From an optimization exercise on the open Yosys and OpenROAD flow, aimed at small area; shortcuts taken in it are not production practice.
In this exercise RTL edits were held to simulation tests only and were not proved equivalent to the original.
Power and IR drop assume default switching activity.

### design.v
module CannyEdge(dAddrRegRow, dAddrRegCol, bWE, bCE, InData, OutData,
	OPMode, bOPEnable, dReadReg, dWriteReg, clk, rst_b);
input  [2:0] dAddrRegRow, dAddrRegCol;
input        bWE, bCE;
input  [7:0] InData;
output [7:0] OutData;
reg    [7:0] OutData;
input  [2:0] OPMode;
input        bOPEnable;
input  [3:0] dReadReg, dWriteReg;
input        clk, rst_b;
function [15:0] add;
	input [15:0] a, b;
	input ci;
	integer k;
	reg c;
	begin
		c = ci;
		for (k = 0; k < 16; k = k + 1) begin
			add[k] = a[k] ^ b[k] ^ c;
			c = (a[k] & b[k]) | (c & (a[k] ^ b[k]));
		end
	end
endfunction
function geq;
	input [13:0] a, b;
	integer k;
	reg c;
	begin
		c = 1'b1;
		for (k = 0; k < 14; k = k + 1)
			c = (a[k] & ~b[k]) | (c & (a[k] | ~b[k]));
		geq = c;
	end
endfunction
reg [7:0] X [0:24];
reg [1:0] y6;             
reg [7:0] zf;             
reg [2:0] cnt;            
reg [14:0] acc;           
reg [14:0] sb;            
wire [10:0] gx = sb[10:0];
wire [10:0] gy = {sb[14:11], acc[6:0]};
wire        wgy;          
wire [10:0] gyw;          
reg        flag;          
reg        thr;           
wire op   = bCE & ~bOPEnable;
wire act  = op & ~(cnt[2] & cnt[0]);
wire m_g  = (OPMode == 3'd0);
wire m_s  = (OPMode == 3'd1);
wire m_n  = (OPMode == 3'd2);
wire m_h  = (OPMode == 3'd3);
wire wr   = ~bCE & ~bWE;
wire rd   = ~bCE & bWE;
wire c_0  = (cnt == 3'd0);
wire c_1  = (cnt == 3'd1);
wire c_2  = (cnt == 3'd2);
wire c_3  = (cnt == 3'd3);
always @(posedge clk or negedge rst_b)
	if (!rst_b) cnt <= 3'd0;
	else if (op) cnt <= (cnt == 3'd5) ? cnt : cnt + 3'd1;
	else cnt <= 3'd0;
reg        mnh;
always @(posedge clk) mnh <= (OPMode[2:1] == 2'b01);
wire       d0 = (y6 == 2'd0);
wire [2:0] osel = (mnh & c_1 & ~d0) ? 3'd0 : (mnh & c_2 & d0) ? 3'd1 : cnt;
wire [2:0] ncol = c_1 ? (d0 ? 3'd0 : {1'b0, ~y6}) : (d0 ? 3'd2 : {1'b0, y6} - 3'd1);
reg  [4:0] rdec, cdec, odec, ndec;
always @* begin
	rdec = 5'd0; cdec = 5'd0; odec = 5'd0; ndec = 5'd0;
	case (dAddrRegRow)
	3'd0: rdec[0] = 1'b1;
	3'd1: rdec[1] = 1'b1;
	3'd2: rdec[2] = 1'b1;
	3'd3: rdec[3] = 1'b1;
	3'd4: rdec[4] = 1'b1;
	default: ;
	endcase
	case (dAddrRegCol)
	3'd0: cdec[0] = 1'b1;
	3'd1: cdec[1] = 1'b1;
	3'd2: cdec[2] = 1'b1;
	3'd3: cdec[3] = 1'b1;
	3'd4: cdec[4] = 1'b1;
	default: ;
	endcase
	case (osel)
	3'd0: odec[0] = 1'b1;
	3'd1: odec[1] = 1'b1;
	3'd2: odec[2] = 1'b1;
	3'd3: odec[3] = 1'b1;
	default: odec[4] = 1'b1;
	endcase
	case (ncol)
	3'd0: ndec[0] = 1'b1;
	3'd1: ndec[1] = 1'b1;
	3'd2: ndec[2] = 1'b1;
	3'd3: ndec[3] = 1'b1;
	default: ndec[4] = 1'b1;
	endcase
end
wire [4:0] rs = bCE ? odec : rdec;
wire [4:0] cs = bCE ? ndec : cdec;
wire [7:0] rb0 = ({8{rs[0]}} & X[0])  | ({8{rs[1]}} & X[5])  | ({8{rs[2]}} & X[10]) | ({8{rs[3]}} & X[15]) | ({8{rs[4]}} & X[20]);
wire [7:0] rb1 = ({8{rs[0]}} & X[1])  | ({8{rs[1]}} & X[6])  | ({8{rs[2]}} & X[11]) | ({8{rs[3]}} & X[16]) | ({8{rs[4]}} & X[21]);
wire [7:0] rb2 = ({8{rs[0]}} & X[2])  | ({8{rs[1]}} & X[7])  | ({8{rs[2]}} & X[12]) | ({8{rs[3]}} & X[17]) | ({8{rs[4]}} & X[22]);
wire [7:0] rb3 = ({8{rs[0]}} & X[3])  | ({8{rs[1]}} & X[8])  | ({8{rs[2]}} & X[13]) | ({8{rs[3]}} & X[18]) | ({8{rs[4]}} & X[23]);
wire [7:0] rb4 = ({8{rs[0]}} & X[4])  | ({8{rs[1]}} & X[9])  | ({8{rs[2]}} & X[14]) | ({8{rs[3]}} & X[19]) | ({8{rs[4]}} & X[24]);
wire [7:0] xr  = ({8{cs[0]}} & rb0) | ({8{cs[1]}} & rb1) | ({8{cs[2]}} & rb2) | ({8{cs[3]}} & rb3) | ({8{cs[4]}} & rb4);
wire [8:0]  gP  = add(rb0, rb4, 1'b0);
wire [8:0]  gQ  = add(rb1, rb3, 1'b0);
wire [9:0]  gPQ = add(gP, gQ, 1'b0);
wire [9:0]  gQR = add(gQ, {rb2, 1'b0}, 1'b0);
wire [11:0] gS  = add(gPQ, {gQR, 1'b0}, 1'b0);
wire [10:0] gE1 = add(gPQ, {rb2, 1'b0}, 1'b0);
wire [14:0] gsh = c_2 ? {gS, 2'b00} : cnt[0] ? {gS, 1'b0} : {3'b000, gS};
wire [14:0] gE  = c_2 ? ~{5'd0, gQ, 1'b0} : cnt[0] ? {4'd0, gE1} : 15'd0;
wire [14:0] acp = c_0 ? 15'd0 : acc;
wire [14:0] accn = acp + gsh + gE + {14'd0, c_2};
always @(posedge clk)
	if (act & m_g) acc <= accn;
	else if (wgy) acc[6:0] <= gyw[6:0];
wire [7:0]  gres = acc[14:7];
wire        c_4 = (cnt == 3'd4);
wire        sx = gx[10], sy = gy[10];
wire        nx = c_3 & sx, ny = c_3 & sy;
wire [10:0] dd = add({3'b000, rb2}, ~{3'b000, rb0}, 1'b1);
wire [10:0] ss = add(add(rb0, rb2, 1'b0), {rb1, 1'b0}, 1'b0);
wire [10:0] gxa = c_0 ? 11'd0 : {gx[10] & ~c_4, gx[9:0]} ^ {11{nx}};
wire [10:0] gxb = c_3 ? 11'd0 : c_1 ? {dd[9:0], 1'b0} : c_4 ? gy : dd;
wire [10:0] gya = c_0 ? 11'd0 : (gy ^ {11{ny}});
wire [10:0] gyb = c_3 ? 11'd0 : c_2 ? ~ss : ss;
wire [10:0] gxn = add(gxa, gxb, nx);
wire [10:0] gyn = add(gya, gyb, c_2 | ny);
wire [9:0]  ax = gx[9:0];
wire [9:0]  ay = gy[9:0];
wire        ng = gx[10];
wire [13:0] m5 = add(ax, {ax, 2'b00}, ng);
wire [13:0] m1 = add(ax, 16'd0, ng);
wire        c0  = geq(m1, {ay, 1'b0});
wire        c90 = ~geq(m5, {ay, 1'b0});
wire [1:0]  dcode = c0 ? 2'd0 : c90 ? 2'd2 : {ng, 1'b1};
assign      wgy = act & m_s & (~cnt[0] | c_3);
assign      gyw = {gyn[10:9], c_4 ? dcode : gyn[8:7], gyn[6:0]};
always @(posedge clk)
	if (act & m_s) begin
		sb[10:0] <= {c_3 ? sx ^ sy : gxn[10], gxn[9:0]};
		if (wgy) sb[14:11] <= gyw[10:7];
	end
wire [1:0]  dc = gy[8:7];
wire [7:0]  dirv = {dc[1] & dc[0], dc[1] & ~dc[0], ~dc[1] & dc[0], dc[1] & ~dc[0],
                    dc[1] ^ dc[0], dc[0], dc[1], dc[0]};
wire [7:0] x6 = X[6];
wire       ge6 = geq(x6, xr);
reg        za, zb;
always @* begin
	case (y6)
	2'd0: begin za = zf[3]; zb = zf[4]; end
	2'd1: begin za = zf[2]; zb = zf[5]; end
	2'd2: begin za = zf[1]; zb = zf[6]; end
	default: begin za = zf[0]; zb = zf[7]; end
	endcase
end
wire       hi = (xr[7:4] != 4'd0) | (xr[3:0] == 4'hf);
wire       nmsw = act & m_n & c_2;
wire       ok = flag & ge6;
always @(posedge clk)
	flag <= OPMode[0] ? (hi | za) : ge6;
always @(posedge clk)
	if (act & m_h & c_2)
		thr <= (x6 >= 8'd15) | ((x6 > 8'd10) & (flag | hi | zb));
wire [7:0] wd = bCE ? 8'd0 : InData;
wire       ca = nmsw & ok;
wire [3:0] dd4 = {y6 == 2'd3, y6 == 2'd2, y6 == 2'd1, d0};
wire [24:0] clr = {12'd0, ca & dd4[3], ca & dd4[2], ca & dd4[1], 2'd0,
                   ca & dd4[0], nmsw & ~ok, ca & dd4[0], 2'd0,
                   ca & dd4[1], ca & dd4[2], ca & dd4[3]};
wire       wx = wr & (dWriteReg == 4'd0);
integer i;
always @(posedge clk) begin
	for (i = 0; i < 25; i = i + 1)
		if ((wx & rdec[i / 5] & cdec[i % 5]) | clr[i])
			X[i] <= wd;
end
always @(posedge clk)
	if (wr & (dWriteReg == 4'd1) & rdec[1] & cdec[1]) y6 <= InData[1:0];
wire zone = (InData == 8'd1);
wire wz   = wr & (dWriteReg == 4'd2);
always @(posedge clk) begin
	if (wz & rdec[0] & cdec[0]) zf[0] <= zone;
	if (wz & rdec[0] & cdec[1]) zf[1] <= zone;
	if (wz & rdec[0] & cdec[2]) zf[2] <= zone;
	if (wz & rdec[1] & cdec[0]) zf[3] <= zone;
	if (wz & rdec[1] & cdec[2]) zf[4] <= zone;
	if (wz & rdec[2] & cdec[0]) zf[5] <= zone;
	if (wz & rdec[2] & cdec[1]) zf[6] <= zone;
	if (wz & rdec[2] & cdec[2]) zf[7] <= zone;
end
always @(posedge clk)
	if (rd)
		case (dReadReg)
		4'd0: OutData <= gres;
		4'd1: OutData <= gx[10:3];
		4'd2: OutData <= dirv;
		4'd3: OutData <= xr;
		4'd4: OutData <= {7'd0, thr};
		default: ;
		endcase
endmodule
### standard.sh
#!/bin/bash
# synth_recipe.tcl (not shown) runs the flow's synth.tcl, then flattens the netlist and writes it again
# the make line also repeats each setting of config.mk as NAME=value (left out here)
make -C /OpenROAD-flow-scripts/flow DESIGN_CONFIG=/design/flow/config.mk WORK_HOME=/design/flow/orfs CLKGATE_MAP_FILE= SYNTH_SCRIPT=/design/flow/synth_recipe.tcl "${@:-finish}"
### flow/run.sh
#!/bin/bash
set -o pipefail
cat standard.sh > standard_copy.log 2>&1
export BUFFER_PORTS_ARGS="-buffer_cell sky130_fd_sc_hd__buf_1"
bash standard.sh > standard.log 2>&1
### config.mk
export PLATFORM = sky130hd
export DESIGN_NAME = CannyEdge
export DESIGN_NICKNAME = CannyEdge
export VERILOG_FILES = /design/flow/design.v
export SDC_FILE = /design/flow/constraint.sdc
export NUM_CORES = 4
export LEC_CHECK = 0
export CAP_MARGIN = 5
export CORE_MARGIN = 2
export CORE_UTILIZATION = 40
export CTS_BUF_LIST = sky130_fd_sc_hd__clkbuf_8 sky130_fd_sc_hd__clkbuf_16
export CTS_CLUSTER_DIAMETER = 80
export CTS_CLUSTER_SIZE = 24
export SLEW_MARGIN = 5
### constraint.sdc
create_clock -name core_clock -period 12.0 [get_ports {clk}]
set_input_delay 2.4000 -clock core_clock [delete_from_list [all_inputs] [get_ports {clk}]]
set_output_delay 2.4000 -clock core_clock [all_outputs]
set_load 0.01 [all_outputs]
==> results of run 1 <==
[routing by layer]
layer	wire length [microns]	GRT usage (%)	share of wire, %
met1	19600	30.0	42
met2	21700	36.5	46
met3	3760	4.37	8.0
met4	1810	8.48	3.9
met5	0	0	0
[flip-flops by register name, indices dropped and copies added, names as in the netlist]
signal / cells
cnt: 3
zf: 8
OutData: 8
sb: 15
flag: 1
thr: 1
mnh: 1
X: 200
acc: 15
y6: 2
[path summary, 6_finish.rpt]
path | from | end | depth (start not counted)
worst max register to register | cnt[1] | acc[13] | 31
worst min register to register | acc[12] | OutData[5] | 1
worst max-delay path | dAddrRegRow[2] | acc[13] | 30
max in group asynchronous | rst_b | cnt[0] | 1
min in group asynchronous | rst_b | cnt[2] | 1
worst min-delay path | acc[12] | OutData[5] | 1
[metrics by stage]
step	util, %	hold slack (ps)
floorplan	-	533
global placement	42.8	575
detailed placement	42.8	589
CTS	44.0	618
global route	44.0	638
finish	44.0	619
[critical path: cells and delay by family]
kind | cells | cell delay (ps)
fa+ha+maj | 14 | 6090
buf+inv | 5 | 760
simple gates | 5 | 730
compound gates | 6 | 1650
[layout make-up]
cell class,count,area share (%)
tap,525,3.75
inverter,129,2.76
timing repair buffer,86,2.90
clock buffer,16,2.28
sequential,254,43.3
clock inverter,7,0.535
multi-input combinational,949,44.5
[cell usage after synthesis (29+ instances only)]
library cell	instances
nand3_1	29
xnor2_1	35
nand2_1	133
edfxtp_1	249
inv_1	127
ha_1	56
nor2b_1	33
o21ai_0	56
a21oi_1	43
fa_1	104
clkbuf_1	34
nor2_1	109
[power breakdown]
part | internal (mW) | switching, mW
logic | 0.823 | 1.02
clock network | 0.272 | 0.310
registers | 1.05 | 0.0119
total | 2.14 | 1.35
[cell families after synthesis]
group | after synthesis | synth area share (%)
fa+ha+maj | 171 | 17.9
simple gates | 409 | 12.3
buf+inv | 192 | 4.81
compound gates | 290 | 13.2
xor+xnor | 44 | 2.39
flops | 254 | 47.0
mux | 35 | 2.30
==> results.sh, run 1 <==
export IMPL_cp_arrival_ps=11670
export IMPL_clock_tree_root_cell="clkbuf_16"
export IMPL_numCtsBuffers=16
export IMPL_cts_tree="yes"
export IMPL_place_congestion=0.928
export IMPL_rsz0062_at_grt="false"
export IMPL_drc=0
export IMPL_post_route_min_period_ps=11360
export IMPL_slew_violations=0
export IMPL_layout_common_cells="edfxtp_1 (249), nand2_1 (133), inv_1 (128)"
export IMPL_ys_types=89
export IMPL_htree_levels=1
export IMPL_final_cell_area_sq_um=17500
export IMPL_antenna_left=0
export IMPL_fill_cells=3784
export IMPL_hold_buffers=0
export IMPL_synth_seq_area_share_pct=47.0
export IMPL_grt_pass1_vias=11500
export IMPL_dr_pass1_iters=6
export IMPL_path_class="in -> reg"
export IMPL_power_mw=3.49
export IMPL_grt_pass1_wl_microns=70700
export IMPL_drt_iter0_markers=1177
export IMPL_irDropWorstVdd_mv=0.126
export IMPL_power_density_nw_per_um2=199
export IMPL_finalSetupViolCount=0
export IMPL_synth_ff_type="edfxtp_1"
export IMPL_cap_viol_max_count=0
export IMPL_dieArea_sq_um=42000
export IMPL_fmax_mhz=88.0
export IMPL_synth_edf_count=249
export IMPL_vias_per_cell=5.80
export IMPL_start_kind="input pin"
export IMPL_finalClockSkew_ps=17.4
export IMPL_yosysTopAreaCellShare_pct=46.3
export IMPL_gr_total_overflow=0
export IMPL_rows=73
export IMPL_drive_gt1_share_pct=7.56
export IMPL_slowest_delay_ps=570
export IMPL_die_width_microns=205
export IMPL_routed_wl_microns=46900
export IMPL_worst_pin_slew_ps=1230
export IMPL_cts_sinks=254
export IMPL_synthCells=1395
export IMPL_reg2reg_slack_ps=1330
export IMPL_wl_per_cell_microns=23.9
export IMPL_yosysWarnings=2
export IMPL_core_sq_um=39800
export IMPL_instances_no_fill=1966
export IMPL_cp_end_kind="flop"
export IMPL_area_delta_synth_final_pct=8.56
export IMPL_crit_fanout=14
export IMPL_fin_ws_ps=636
export IMPL_antenna_found_initial=1
export IMPL_final_common_cell="edfxtp_1"
export IMPL_nets=1626
export IMPL_ctsResizeCount=0
export IMPL_synth_top_area_cell="edfxtp_1"
export IMPL_hold_viol_final=0
export IMPL_num_antenna_cells=0
export IMPL_grt_use_total_pct=22.5
export IMPL_power_leakage_nw=6.29
export IMPL_finalCritPeriodShare_pct=94.7
export IMPL_hpwl_microns=35400
export IMPL_slew_limit_headroom_pct=18.2
export IMPL_cpMaxStageDelayCell="fa_1"
export IMPL_ys_top_cells_by_area="edfxtp_1 (46%), fa_1 (13%), ha_1 (4.3%)"
export IMPL_multi_input_area_sq_um=7800
export IMPL_syn_area_per_cell_sq_um=11.6
export IMPL_dr_total_vias=11400
export IMPL_clk_latency_ps=520
export IMPL_clock_path_buffers=3
export IMPL_placed_area_sq_um=17000
export IMPL_fin_setup_tns_ps=0
export IMPL_clk_pin_slew_worst_paths_ps=90
export IMPL_crit_required_ps=12310
export IMPL_die_h_microns=205
export IMPL_cp_common_cell="fa_1"
export IMPL_async_flop_share_pct=1.18
export IMPL_io_pins=38
export IMPL_postCtsSetupRepairBufs=0
export IMPL_synth_area_sq_um=16100
export IMPL_start_util_pct=40.6
export IMPL_port_buffers=37
export IMPL_syn_nets=1585
export IMPL_status="finished clean"
export IMPL_pre_cts_ws_ps=153
export IMPL_regArea_sq_um=7590
export IMPL_placed_cells=1943
export IMPL_grt_max_degree=39
export IMPL_hp_class="reg -> reg"
export IMPL_ys_ff_latch=254
==> inputs of run 2 (changes only) <==
==> config.mk (replaced) <==
export PLATFORM = sky130hd
export DESIGN_NAME = CannyEdge
export DESIGN_NICKNAME = CannyEdge
export VERILOG_FILES = /design/flow/design.v
export SDC_FILE = /design/flow/constraint.sdc
export NUM_CORES = 4
export LEC_CHECK = 0
export CAP_MARGIN = 5
export CORE_MARGIN = 2
export CORE_UTILIZATION = 50
export CTS_BUF_LIST = sky130_fd_sc_hd__clkbuf_16
export CTS_CLUSTER_DIAMETER = 85
export CTS_CLUSTER_SIZE = 26
export SLEW_MARGIN = 5
==> results.sh, run 2 <==
export IMPL_area_delta_synth_final_pct=7.76
export IMPL_rows=65
export IMPL_combPwrFrac_pct=53.2
export IMPL_slowest_delay_ps=570
export IMPL_ys_types=89
export IMPL_clock_tree_root_cell="clkbuf_16"
export IMPL_clk_pin_slew_worst_paths_ps=80
export IMPL_layout_common_cells="edfxtp_1 (249), nand2_1 (133), inv_1 (129)"
export IMPL_fin_setup_tns_ps=0
export IMPL_cts_tree="yes"
export IMPL_placed_cells=1821
export IMPL_cpMaxStageDelayCell="fa_1"
export IMPL_instances_no_fill=1844
export IMPL_cap_viol_max_count=0
export IMPL_die_width_microns=184
export IMPL_yosysWarnings=2
export IMPL_reg2reg_slack_ps=1360
export IMPL_wl_per_cell_microns=24.7
export IMPL_yosysTopAreaCellShare_pct=46.3
export IMPL_dr_pass1_iters=7
export IMPL_clk_latency_ps=530
export IMPL_power_leakage_nw=6.31
export IMPL_ys_ff_latch=254
export IMPL_regMostFlops="X"
export IMPL_grt_max_degree=39
export IMPL_antenna_found_initial=1
export IMPL_hpwl_microns=34600
export IMPL_p_int_mw=2.14
export IMPL_cp_arrival_ps=11650
export IMPL_path_class="in -> reg"
export IMPL_cp_common_cell="fa_1"
export IMPL_worst_pin_slew_ps=1230
export IMPL_holdPathStages=1
export IMPL_post_route_min_period_ps=11340
export IMPL_hp_class="reg -> reg"
export IMPL_cp_end_kind="flop"
export IMPL_slew_violations=0
export IMPL_power_density_nw_per_um2=201
export IMPL_slew_limit_headroom_pct=17.9
export IMPL_crit_start="dAddrRegRow[2]"
export IMPL_numCtsBuffers=16
export IMPL_drive_gt1_share_pct=7.63
export IMPL_num_antenna_cells=0
export IMPL_seq_power_share_pct=30.2
export IMPL_fill_cells=2736
export IMPL_power_mw=3.50
export IMPL_reg_top3="X: 200 flops, acc: 15 flops, sb: 15 flops"
export IMPL_gr_total_overflow=0
export IMPL_grt_pass1_wl_microns=69900
export IMPL_place_congestion=0.951
export IMPL_rsz0062_at_grt="false"
export IMPL_port_buffers=37
export IMPL_syn_nets=1585
export IMPL_fmax_mhz=88.2
export IMPL_clock_path_buffers=3
export IMPL_start_util_pct=50.9
export IMPL_hold_viol_final=0
export IMPL_finalSetupViolCount=0
export IMPL_synth_top_area_cell="edfxtp_1"
export IMPL_cts_sinks=254
export IMPL_grt_use_total_pct=28.0
export IMPL_ys_top_cells_by_area="edfxtp_1 (46%), fa_1 (13%), ha_1 (4.3%)"
export IMPL_antenna_left=0
export IMPL_drc=0
export IMPL_drt_iter0_markers=1192
export IMPL_largest_reg_flops=200
export IMPL_hp_start="acc[12]"
export IMPL_hold_buffers=0
export IMPL_nets=1627
export IMPL_synthCells=1395
export IMPL_switching_power_mw=1.36
export IMPL_worst_r2r_endpoint="acc[13]"
export IMPL_critPathCapture="acc[13]"
export IMPL_crit_fanout=22
export IMPL_finalClockSkew_ps=39.4
export IMPL_routed_wl_microns=45600
export IMPL_die_h_microns=184
export IMPL_final_common_cell="edfxtp_1"
export IMPL_grt_pass1_vias=11200
export IMPL_crit_required_ps=12310
export IMPL_irDropWorstVdd_mv=0.182
export IMPL_status="finished clean"
export IMPL_synth_most_common_cell="edfxtp_1"
export IMPL_async_flop_share_pct=1.18
export IMPL_synth_common_cells="edfxtp_1 (249), nand2_1 (133), inv_1 (127), nor2_1 (109), fa_1 (104)"
export IMPL_htree_levels=1
export IMPL_worst_r2r_cell_count=32
export IMPL_synth_edf_count=249
export IMPL_start_kind="input pin"
export IMPL_dr_total_vias=11300
export IMPL_syn_area_per_cell_sq_um=11.6
export IMPL_finalCritPeriodShare_pct=94.5
export IMPL_synth_ff_type="edfxtp_1"
export IMPL_ctsResizeCount=0
export IMPL_synth_seq_area_share_pct=47.0
export IMPL_io_pins=38
export IMPL_dieArea_sq_um=33800
export IMPL_postCtsSetupRepairBufs=0
export IMPL_synth_area_sq_um=16100
export IMPL_worstReg2RegStart="cnt[0]"
export IMPL_switching_share_pct=38.8
export IMPL_clkPwrFrac_pct=16.6
export IMPL_vias_per_cell=6.10
export IMPL_core_sq_um=31700
## run 2: cell counts after synthesis
Identical to the previous run, type by type.
## run 2: final cells by class
class | count | area (sq um) | area share (%)
inverter | 129 | 484 | 2.78
tap | 402 | 503 | 2.89
clock buffer | 16 | 400 | 2.30
clock inverter | 7 | 109 | 0.625
multi-input combinational | 949 | 7800 | 44.8
sequential | 254 | 7590 | 43.6
timing repair buffer | 87 | 515 | 2.96
## run 2: worst max-delay path: cells and delay by family
| kind | cells | cell delay (ps) |
|---|---|---|
| compound gates | 5 | 1310 |
| fa+ha+maj | 14 | 6300 |
| buf+inv | 5 | 820 |
| simple gates | 5 | 790 |
## run 2: kinds of logic (layout without fill, tap and decap cells)
kind of cell / Yosys count / count (layout) / synth area share, %
muxes: 35 / 35 / 2.30
DFF: 254 / 254 / 47.0
and+or+nand+nor: 409 / 409 / 12.3
buffers and inverters: 192 / 239 / 4.81
adders and majority gates: 171 / 171 / 17.9
AOI/OAI and AO/OA: 290 / 290 / 13.2
xor gates and xnor gates: 44 / 44 / 2.39
## run 2: metal layers
metal  wire [microns]  vias up  track usage [%]  share of wire, %
li1                 -     5153                -                 -
met1            19000     5612             37.5                42
met2            21900      394             46.7                48
met3             3210       89             5.13               7.0
met4             1480        2             8.45               3.2
met5               14        -                0             0.031
## run 2: worst min-delay path by stage
stage,endpoint,slack [ps]
final,OutData[5],640
after global routing,OutData[2],670
after CTS,OutData[2],650
after detailed placement,OutData[2],630
after global placement,OutData[4],610
after floorplan,OutData[6],530
## run 2: per-stage QoR
stage | hold slack, ps | util [%] | area (sq um) | worst slack, ps
global placement | 610 | 53.3 | 16900 | 252
global route | 671 | 54.9 | 17400 | 197
detailed placement | 631 | 53.3 | 16900 | 178
finish | 636 | 54.9 | 17400 | 662
CTS | 652 | 54.9 | 17400 | 735
floorplan | 533 | - | 16100 | 929
## run 2: power by group through the flow
stage / Sequential (mW) / Clock (mW) / Combinational (mW)
after CTS: 1.06 / 0.593 / 1.88
after floorplan: 1.07 / 0 / 1.48
after detailed placement: 1.08 / 0 / 1.87
after global placement: 1.08 / 0 / 1.83
after global routing: 1.06 / 0.627 / 2.15
final: 1.06 / 0.580 / 1.86
==> inputs of run 3 (changes only) <==
--- a/config.mk
+++ b/config.mk
@@ -7,8 +7,9 @@
 export LEC_CHECK = 0
 export CAP_MARGIN = 5
 export CORE_MARGIN = 2
-export CORE_UTILIZATION = 50
+export CORE_UTILIZATION = 40
 export CTS_BUF_LIST = sky130_fd_sc_hd__clkbuf_16
-export CTS_CLUSTER_DIAMETER = 85
-export CTS_CLUSTER_SIZE = 26
+export CTS_CLUSTER_DIAMETER = 90
+export CTS_CLUSTER_SIZE = 28
+export PLACE_DENSITY = 0.75
 export SLEW_MARGIN = 5
==> results.sh, run 3 <==
export IMPL_finalSetupViolCount=0
export IMPL_synth_area_sq_um=16100
export IMPL_syn_nets=1585
export IMPL_grt_use_total_pct=21.2
export IMPL_drive_gt1_share_pct=7.16
export IMPL_antenna_found_initial=1
export IMPL_final_common_cell="edfxtp_1"
export IMPL_gr_total_overflow=0
export IMPL_worst_pin_slew_ps=1320
export IMPL_ctsResizeCount=0
export IMPL_vias_per_cell=5.84
export IMPL_area_delta_synth_final_pct=7.92
export IMPL_placed_area_sq_um=17100
export IMPL_worstReg2RegStart="cnt[0]"
export IMPL_min_to="OutData[0]"
export IMPL_fmax_mhz=88.1
export IMPL_ys_types=89
export IMPL_power_mw=3.41
export IMPL_async_flop_share_pct=1.18
export IMPL_num_antenna_cells=0
export IMPL_synth_seq_area_share_pct=47.0
export IMPL_worst_r2r_endpoint="acc[13]"
export IMPL_hold_buffers=0
export IMPL_path_class="in -> reg"
export IMPL_grt_max_degree=38
export IMPL_cap_viol_max_count=0
export IMPL_htree_levels=1
export IMPL_instances_no_fill=1963
export IMPL_yosysWarnings=2
export IMPL_hp_class="reg -> reg"
export IMPL_reg2reg_slack_ps=1170
export IMPL_synth_ff_type="edfxtp_1"
export IMPL_cts_tree="yes"
export IMPL_largest_reg_flops=200
export IMPL_clock_path_buffers=3
export IMPL_p_int_mw=2.08
export IMPL_cp_arrival_ps=11650
export IMPL_switching_share_pct=39.1
export IMPL_seq_power_share_pct=30.9
export IMPL_die_h_microns=205
export IMPL_slew_violations=0
export IMPL_yosysTopAreaCellShare_pct=46.3
export IMPL_synthCells=1395
export IMPL_slew_limit_headroom_pct=12.0
export IMPL_layout_common_cells="edfxtp_1 (249), nand2_1 (133), inv_1 (127)"
export IMPL_place_congestion=0.992
export IMPL_fin_ws_ps=651
export IMPL_power_leakage_nw=6.24
export IMPL_dieArea_sq_um=42000
export IMPL_drc=0
export IMPL_routed_wl_microns=44200
export IMPL_postCtsSetupRepairBufs=0
export IMPL_crit_required_ps=12300
export IMPL_clk_pin_slew_worst_paths_ps=100
export IMPL_finalCritPeriodShare_pct=94.6
export IMPL_cp_end_kind="flop"
export IMPL_holdPathStages=1
export IMPL_io_pins=38
export IMPL_dr_total_vias=11500
export IMPL_synth_most_common_cell="edfxtp_1"
export IMPL_rsz0062_at_grt="false"
export IMPL_switching_power_mw=1.33
export IMPL_cpMaxStageDelayCell="fa_1"
export IMPL_antenna_left=0
export IMPL_clkPwrFrac_pct=14.3
export IMPL_reg_top3="X: 200 flops, acc: 15 flops, sb: 15 flops"
export IMPL_grt_pass1_vias=11400
export IMPL_irDropWorstVdd_mv=0.175
export IMPL_synth_edf_count=249
export IMPL_placed_cells=1945
export IMPL_fin_util_pct=43.8
export IMPL_syn_area_per_cell_sq_um=11.6
export IMPL_crit_start="dAddrRegRow[0]"
export IMPL_hpwl_microns=33600
export IMPL_drt_iter0_markers=1320
export IMPL_ys_ff_latch=254
export IMPL_combPwrFrac_pct=54.8
export IMPL_clk_latency_ps=520
export IMPL_port_buffers=37
export IMPL_synth_common_cells="edfxtp_1 (249), nand2_1 (133), inv_1 (127), nor2_1 (109), fa_1 (104)"
export IMPL_rows=73
export IMPL_finalClockSkew_ps=21.8
export IMPL_slowest_delay_ps=570
export IMPL_synth_top_area_cell="edfxtp_1"
export IMPL_crit_family="adder cells"
export IMPL_crit_fanout=9
export IMPL_regMostFlops="X"
export IMPL_dr_pass1_iters=7
export IMPL_start_util_pct=40.6
export IMPL_numCtsBuffers=13
export IMPL_clock_tree_root_cell="clkbuf_16"
export IMPL_hold_viol_final=0
export IMPL_cp_num_buf_inv=5
export IMPL_core_sq_um=39800
export IMPL_cp_common_cell="fa_1"
export IMPL_holdWs_ps=606
export IMPL_die_width_microns=205
export IMPL_ys_top_cells_by_area="edfxtp_1 (46%), fa_1 (13%), ha_1 (4.3%)"
export IMPL_start_kind="input pin"
export IMPL_worst_r2r_cell_count=32
export IMPL_nets=1626
export IMPL_cp_depth=31
export IMPL_final_cell_area_sq_um=17400
export IMPL_post_route_min_period_ps=11350
export IMPL_cts_sinks=254
export IMPL_wl_per_cell_microns=22.5
export IMPL_status="finished clean"
export IMPL_hp_start="acc[7]"
export IMPL_fin_setup_tns_ps=0
export IMPL_power_density_nw_per_um2=196
export IMPL_grt_pass1_wl_microns=67200
export IMPL_pre_cts_ws_ps=157
run 3: layout make-up:
type | instances | area (sq um)
Clock buffer | 13 | 325
Clock inverter | 4 | 43.8
Fill cell | 3691 | 22400
Inverter | 129 | 484
Multi-Input combinational cell | 949 | 7780
Sequential cell | 254 | 7590
Tap cell | 525 | 657
Timing Repair Buffer | 89 | 543
run 3: how the worst max path moves through the flow:
stage	end	slack, ps
after floorplan	acc[14]	930
after global placement	acc[13]	320
after detailed placement	acc[13]	160
after CTS	acc[13]	650
after global routing	acc[13]	160
final	acc[13]	650
run 3: kinds of logic after synthesis:
group	synth area share [%]
AOI/OAI and AO/OA	13.2
xor gates and xnor gates	2.39
adders and majority gates	17.9
buffers and inverters	4.81
DFF	47.0
muxes	2.30
and+or+nand+nor	12.3
run 3: metal layers:
metal  GRT usage (%)  part of all wire, %
met1            28.4                   41
met3            4.41                  9.6
met5               0                    0
met4            7.22                  3.7
met2            34.3                   46
run 3: worst reg2reg max path, delay by kind of cell (launching register included):
kind,cells,cell delay (ps)
flops,1,400
compound gates,8,2320
fa+ha+maj,16,6900
buf+inv,5,680
simple gates,3,310
run 3: power by group through the flow:
stage / combinational, mW / sequential (mW) / clock [mW]
2_1_floorplan: 1.48 / 1.07 / 0
3_3_place_gp: 1.79 / 1.07 / 0
3_5_place_dp: 1.87 / 1.07 / 0
4_1_cts: 1.88 / 1.05 / 0.492
5_1_grt: 2.11 / 1.06 / 0.521
6_report: 1.87 / 1.05 / 0.488
==> inputs of run 4 (changes only) <==
--- a/config.mk
+++ b/config.mk
@@ -11,5 +11,4 @@
 export CTS_BUF_LIST = sky130_fd_sc_hd__clkbuf_16
 export CTS_CLUSTER_DIAMETER = 90
 export CTS_CLUSTER_SIZE = 28
-export PLACE_DENSITY = 0.75
 export SLEW_MARGIN = 5
==> results.sh, run 4 <==
export IMPL_synth_area_sq_um=16100
export IMPL_dr_pass1_iters=6
export IMPL_port_buffers=37
export IMPL_rows=73
export IMPL_cap_viol_max_count=0
export IMPL_synth_top_area_cell="edfxtp_1"
export IMPL_postCtsSetupRepairBufs=0
export IMPL_routed_wl_microns=46900
export IMPL_start_kind="input pin"
export IMPL_worst_pin_slew_ps=1210
export IMPL_slew_violations=0
export IMPL_clock_path_buffers=3
export IMPL_irDropWorstVdd_mv=0.126
export IMPL_reg_top3="X: 200 flops, acc: 15 flops, sb: 15 flops"
export IMPL_synth_seq_area_share_pct=47.0
export IMPL_start_util_pct=40.6
export IMPL_slew_limit_headroom_pct=19.2
export IMPL_syn_area_per_cell_sq_um=11.6
export IMPL_gr_total_overflow=0
export IMPL_grt_pass1_wl_microns=70600
export IMPL_antenna_found_initial=1
export IMPL_cp_common_cell="fa_1"
export IMPL_drt_iter0_markers=1325
export IMPL_finalClockSkew_ps=37.1
export IMPL_grt_max_degree=39
export IMPL_clk_pin_slew_worst_paths_ps=90
export IMPL_fin_setup_tns_ps=0
export IMPL_status="finished clean"
export IMPL_die_h_microns=205
export IMPL_htree_levels=1
export IMPL_crit_fanout=14
export IMPL_die_width_microns=205
export IMPL_hpwl_microns=35400
export IMPL_grt_use_total_pct=22.5
export IMPL_placed_cells=1943
export IMPL_syn_nets=1585
export IMPL_final_common_cell="edfxtp_1"
export IMPL_antenna_left=0
export IMPL_yosysWarnings=2
export IMPL_post_route_min_period_ps=11460
export IMPL_ctsResizeCount=0
export IMPL_power_density_nw_per_um2=196
export IMPL_reg2reg_slack_ps=1280
export IMPL_fmax_mhz=87.2
export IMPL_hp_class="reg -> reg"
export IMPL_clock_tree_root_cell="clkbuf_16"
export IMPL_largest_reg_flops=200
export IMPL_slowest_delay_ps=610
export IMPL_ys_types=89
export IMPL_grt_pass1_vias=11400
export IMPL_place_congestion=0.928
export IMPL_rsz0062_at_grt="false"
export IMPL_nets=1624
export IMPL_layout_common_cells="edfxtp_1 (249), nand2_1 (133), inv_1 (128)"
export IMPL_synth_edf_count=249
export IMPL_drive_gt1_share_pct=7.30
export IMPL_hold_buffers=0
export IMPL_num_antenna_cells=0
export IMPL_async_flop_share_pct=1.18
export IMPL_wl_per_cell_microns=23.9
export IMPL_synth_common_cells="edfxtp_1 (249), nand2_1 (133), inv_1 (127), nor2_1 (109), fa_1 (104)"
export IMPL_synthCells=1395
export IMPL_dr_total_vias=11400
export IMPL_regMostFlops="X"
export IMPL_core_sq_um=39800
export IMPL_power_leakage_nw=6.25
export IMPL_cp_end_kind="flop"
export IMPL_finalCritPeriodShare_pct=95.5
export IMPL_finalSetupViolCount=0
export IMPL_cts_sinks=254
export IMPL_ys_ff_latch=254
export IMPL_area_delta_synth_final_pct=8.01
export IMPL_clk_latency_ps=530
export IMPL_synth_most_common_cell="edfxtp_1"
export IMPL_drc=0
export IMPL_cts_tree="yes"
export IMPL_path_class="in -> reg"
export IMPL_cpMaxStageDelayCell="a221oi_1"
export IMPL_instances_no_fill=1963
export IMPL_numCtsBuffers=14
export IMPL_hold_viol_final=0
export IMPL_cp_arrival_ps=11760
export IMPL_ys_top_cells_by_area="edfxtp_1 (46%), fa_1 (13%), ha_1 (4.3%)"
export IMPL_synth_ff_type="edfxtp_1"
export IMPL_dieArea_sq_um=42000
export IMPL_io_pins=38
export IMPL_vias_per_cell=5.82
export IMPL_fill_cells=3798
export IMPL_yosysTopAreaCellShare_pct=46.3
export IMPL_crit_required_ps=12290
run 4: layout make-up:
class	count	area [sq um]	area share, %
Tap cell	525	657	3.77
Clock buffer	14	350	2.01
Clock inverter	6	55.1	0.316
Timing Repair Buffer	86	508	2.91
Multi-Input combinational cell	949	7800	44.7
Sequential cell	254	7590	43.5
Inverter	129	484	2.78
run 4: worst max-delay path: cells and delay by family:
family	cells	cell delay [ps]
AO/OA/AOI/OAI	6	1690
adder cells (fa/ha/maj)	14	6120
buffers and inverters	5	770
AND/OR/NAND/NOR	5	740
run 4: stage by stage:
stage | utilization [%] | hold slack, ps | power (mW) | setup WS, ps | instance area, sq um
global placement | 42.8 | 575 | 2.90 | 325 | 17000
detailed placement | 42.8 | 589 | 2.93 | 153 | 17000
floorplan | - | 533 | 2.55 | 929 | 16100
CTS | 43.8 | 606 | 3.44 | 642 | 17400
global route | 43.8 | 632 | 3.73 | 161 | 17400
finish | 43.8 | 597 | 3.42 | 535 | 17400
run 4: cell families (layout without fill, tap and decap cells):
group / after synthesis / in the layout / share of synthesized area, %
buffers and inverters: 192 / 235 / 4.81
xor gates and xnor gates: 44 / 44 / 2.39
AOI/OAI and AO/OA: 290 / 290 / 13.2
DFF: 254 / 254 / 47.0
muxes: 35 / 35 / 2.30
and+or+nand+nor: 409 / 409 / 12.3
adders and majority gates: 171 / 171 / 17.9
run 4: worst paths after layout:
path / from / cells after the start / end
hold / removal: acc[12] / 1 / OutData[5]
setup reg to reg: cnt[1] / 31 / acc[13]
max in group asynchronous: rst_b / 1 / cnt[1]
min in group asynchronous: rst_b / 1 / cnt[2]
setup / recovery: dAddrRegRow[2] / 30 / acc[13]
hold reg to reg: acc[12] / 1 / OutData[5]
run 4: where the power goes:
group / internal, mW / switching (mW)
clock: 0.219 / 0.296
sequential: 1.05 / 0.0118
combinational: 0.823 / 1.03
total: 2.09 / 1.33
run 4: routing by layer:
| layer | track usage (%) | wire length, microns | up-vias |
|---|---|---|---|
| met5 | 0 | 13 | - |
| met1 | 30.2 | 19600 | 5704 |
| met3 | 4.20 | 3850 | 102 |
| met4 | 7.43 | 1620 | 2 |
| met2 | 36.8 | 21800 | 485 |
| li1 | - | - | 5132 |
==> inputs of run 5 (changes only) <==
--- a/config.mk
+++ b/config.mk
@@ -11,4 +11,6 @@
 export CTS_BUF_LIST = sky130_fd_sc_hd__clkbuf_16
 export CTS_CLUSTER_DIAMETER = 90
 export CTS_CLUSTER_SIZE = 28
+export GPL_ROUTABILITY_DRIVEN = 0
+export PLACE_DENSITY = 0.75
 export SLEW_MARGIN = 5
==> results.sh, run 5 <==
export IMPL_clk_pin_slew_worst_paths_ps=100
export IMPL_die_h_microns=205
export IMPL_start_kind="input pin"
export IMPL_finalSetupViolCount=0
export IMPL_slowest_delay_ps=580
export IMPL_grt_use_total_pct=20.8
export IMPL_path_class="in -> reg"
export IMPL_worst_r2r_cell_count=31
export IMPL_grt_pass1_wl_microns=66600
export IMPL_ctsResizeCount=0
export IMPL_status="finished clean"
export IMPL_slew_violations=0
export IMPL_cts_tree="yes"
export IMPL_fmax_mhz=86.5
export IMPL_hpwl_microns=33200
export IMPL_worstReg2RegStart="cnt[1]"
export IMPL_drc=0
export IMPL_fill_cells=3658
export IMPL_dr_pass1_iters=8
export IMPL_numCtsBuffers=13
export IMPL_hold_buffers=0
export IMPL_syn_area_per_cell_sq_um=11.6
export IMPL_synth_most_common_cell="edfxtp_1"
export IMPL_gr_total_overflow=0
export IMPL_cp_common_cell="fa_1"
export IMPL_reg_top3="X: 200 flops, acc: 15 flops, sb: 15 flops"
export IMPL_hp_class="reg -> reg"
export IMPL_area_delta_synth_final_pct=7.67
export IMPL_regMostFlops="X"
export IMPL_dieArea_sq_um=42000
export IMPL_cp_arrival_ps=11840
export IMPL_cpMaxStageDelayCell="a221oi_1"
export IMPL_cts_sinks=254
export IMPL_postCtsSetupRepairBufs=0
export IMPL_synth_common_cells="edfxtp_1 (249), nand2_1 (133), inv_1 (127), nor2_1 (109), fa_1 (104)"
export IMPL_crit_start="bCE"
export IMPL_grt_pass1_vias=11500
export IMPL_routed_wl_microns=43500
export IMPL_hold_viol_final=0
export IMPL_die_width_microns=205
export IMPL_synth_ff_type="edfxtp_1"
export IMPL_drive_gt1_share_pct=6.89
export IMPL_cap_viol_max_count=0
export IMPL_nets=1622
export IMPL_final_common_cell="edfxtp_1"
export IMPL_finalCritPeriodShare_pct=96.3
export IMPL_pre_cts_ws_ps=25.6
export IMPL_synth_area_sq_um=16100
export IMPL_synth_top_area_cell="edfxtp_1"
export IMPL_crit_required_ps=12280
export IMPL_worst_pin_slew_ps=1340
export IMPL_async_flop_share_pct=1.18
export IMPL_rsz0062_at_grt="false"
export IMPL_port_buffers=37
export IMPL_irDropWorstVdd_mv=0.162
export IMPL_drt_iter0_markers=1576
export IMPL_layout_common_cells="edfxtp_1 (249), nand2_1 (133), inv_1 (129)"
export IMPL_io_pins=38
export IMPL_finalClockSkew_ps=19.9
export IMPL_vias_per_cell=5.95
export IMPL_clk_latency_ps=510
export IMPL_dr_total_vias=11700
export IMPL_fin_setup_tns_ps=0
export IMPL_post_route_min_period_ps=11560
export IMPL_ys_types=89
export IMPL_crit_fanout=14
export IMPL_synthCells=1395
export IMPL_largest_reg_flops=200
export IMPL_start_util_pct=40.6
export IMPL_yosysWarnings=2
export IMPL_wl_per_cell_microns=22.2
export IMPL_clock_path_buffers=3
export IMPL_num_antenna_cells=0
export IMPL_antenna_found_initial=0
export IMPL_cp_end_kind="flop"
export IMPL_synth_seq_area_share_pct=47.0
export IMPL_yosysTopAreaCellShare_pct=46.3
export IMPL_grt_max_degree=38
export IMPL_clock_tree_root_cell="clkbuf_16"
export IMPL_rows=73
export IMPL_reg2reg_slack_ps=1210
export IMPL_synth_edf_count=249
export IMPL_core_sq_um=39800
export IMPL_ys_top_cells_by_area="edfxtp_1 (46%), fa_1 (13%), ha_1 (4.3%)"
export IMPL_htree_levels=1
export IMPL_ys_ff_latch=254
export IMPL_power_density_nw_per_um2=196
export IMPL_fin_ws_ps=439
export IMPL_syn_nets=1585
export IMPL_worst_r2r_endpoint="acc[13]"
export IMPL_power_leakage_nw=6.23
export IMPL_slew_limit_headroom_pct=10.7
export IMPL_critPathCapture="acc[13]"
export IMPL_antenna_left=0
## run 5: cell count changes in the layout (fill, tap and decap cells not counted), sizes merged
cell / previous run / this run
buf: 85 / 84
clkbuf: 15 / 14
clkinv: 4 / 1
clkinvlp: 2 / 1
inv: 129 / 133
## run 5: final cells by class
class	instances	area (sq um)	share of cell area, %
clock buffers	13	325	1.87
clock inverters	6	46.3	0.266
inverters	129	484	2.78
multi-input cells	949	7780	44.8
flip-flops and latches	254	7590	43.7
well taps	525	657	3.78
repair buffers	85	500	2.88
## run 5: worst min-delay path by stage
stage	cells past startpoint	start	to	slack (ps)
after floorplan	1	acc[13]	OutData[6]	530
after global placement	1	acc[12]	OutData[5]	580
after detailed placement	1	acc[12]	OutData[5]	580
after CTS	1	acc[12]	OutData[5]	610
after global routing	1	acc[12]	OutData[5]	630
final	1	acc[12]	OutData[5]	600
## run 5: report_power, final
group | leakage, nW | total [mW] | internal [mW] | switching [mW]
Clock | 0.188 | 0.487 | 0.205 | 0.282
Sequential | 2.15 | 1.05 | 1.04 | 0.0100
Combinational | 3.89 | 1.86 | 0.823 | 1.04
## run 5: critical path: cells and delay by family
kind,cells,cell delay (ps)
fa+ha+maj,15,6350
buf+inv,5,710
compound gates,6,1640
simple gates,5,730
## run 5: logic make-up (layout without fill, tap and decap cells)
kind of cell / Yosys count / count (layout) / synth area share [%]
multiplexers: 35 / 35 / 2.30
buffers and inverters: 192 / 233 / 4.81
AO/OA/AOI/OAI: 290 / 290 / 13.2
AND/OR/NAND/NOR: 409 / 409 / 12.3
XOR/XNOR: 44 / 44 / 2.39
adder cells (fa/ha/maj): 171 / 171 / 17.9
flip-flops: 254 / 254 / 47.0
## run 5: routing by layer
layer / vias up / wire [microns] / GRT usage (%)
li1: 5127 / - / -
met1: 5730 / 17500 / 27.9
met2: 666 / 19600 / 33.5
met3: 146 / 4380 / 3.47
met4: 0 / 2040 / 9.02
met5: - / 0 / 0
## run 5: stage by stage
stage,total power [mW],utilization [%],cells,hold WS (ps),cell area [sq um]
2_1_floorplan,2.55,-,1395,533,16100
3_3_place_gp,2.87,42.7,1942,583,17000
3_5_place_dp,2.92,42.7,1942,576,17000
4_1_cts,3.40,43.7,1961,609,17400
5_1_grt,3.70,43.7,1961,630,17400
6_report,3.40,43.7,1961,605,17400

==> port drivers added, routing unchanged <==
The flow's constraints put no driver on any port. The routed layouts listed below were extracted and timed again, unchanged, in two steps. Step 1 sets driving cells, clkbuf_16 on the clock port and buf_2 on the other inputs (assumed; they add their load-dependent delay and slew). Step 2 times the ports against the registers' clock, not the clock port: input delays grow and output delays shrink by t, the midpoint of the rising clock arrivals with the driver on. Three values: ideal ports, drivers, drivers and shift; two values: the first two.
run | shift t [ns] | slack for setup (ns) | hold WS [ns]
run 1 | 0.572 | 0.636 / 0.661 / 0.089 | 0.619 / 0.619 / 0.619
run 2 | 0.567 | 0.662 / 0.693 / 0.127 | 0.636 / 0.636 / 0.636
run 3 | 0.559 | 0.651 / 0.683 / 0.124 | 0.606 / 0.606 / 0.606
run 4 | 0.563 | 0.535 / 0.560 / -0.003 | 0.597 / 0.597 / 0.597
run 5 | 0.557 | 0.439 / 0.474 / -0.083 | 0.605 / 0.605 / 0.605
Met with ideal ports but missed after step 2: setup timing in run 4 and run 5. For run 1, which loses most, drivers alone change the setup slack by +0.025 ns; drivers and shift together by -0.547 ns.
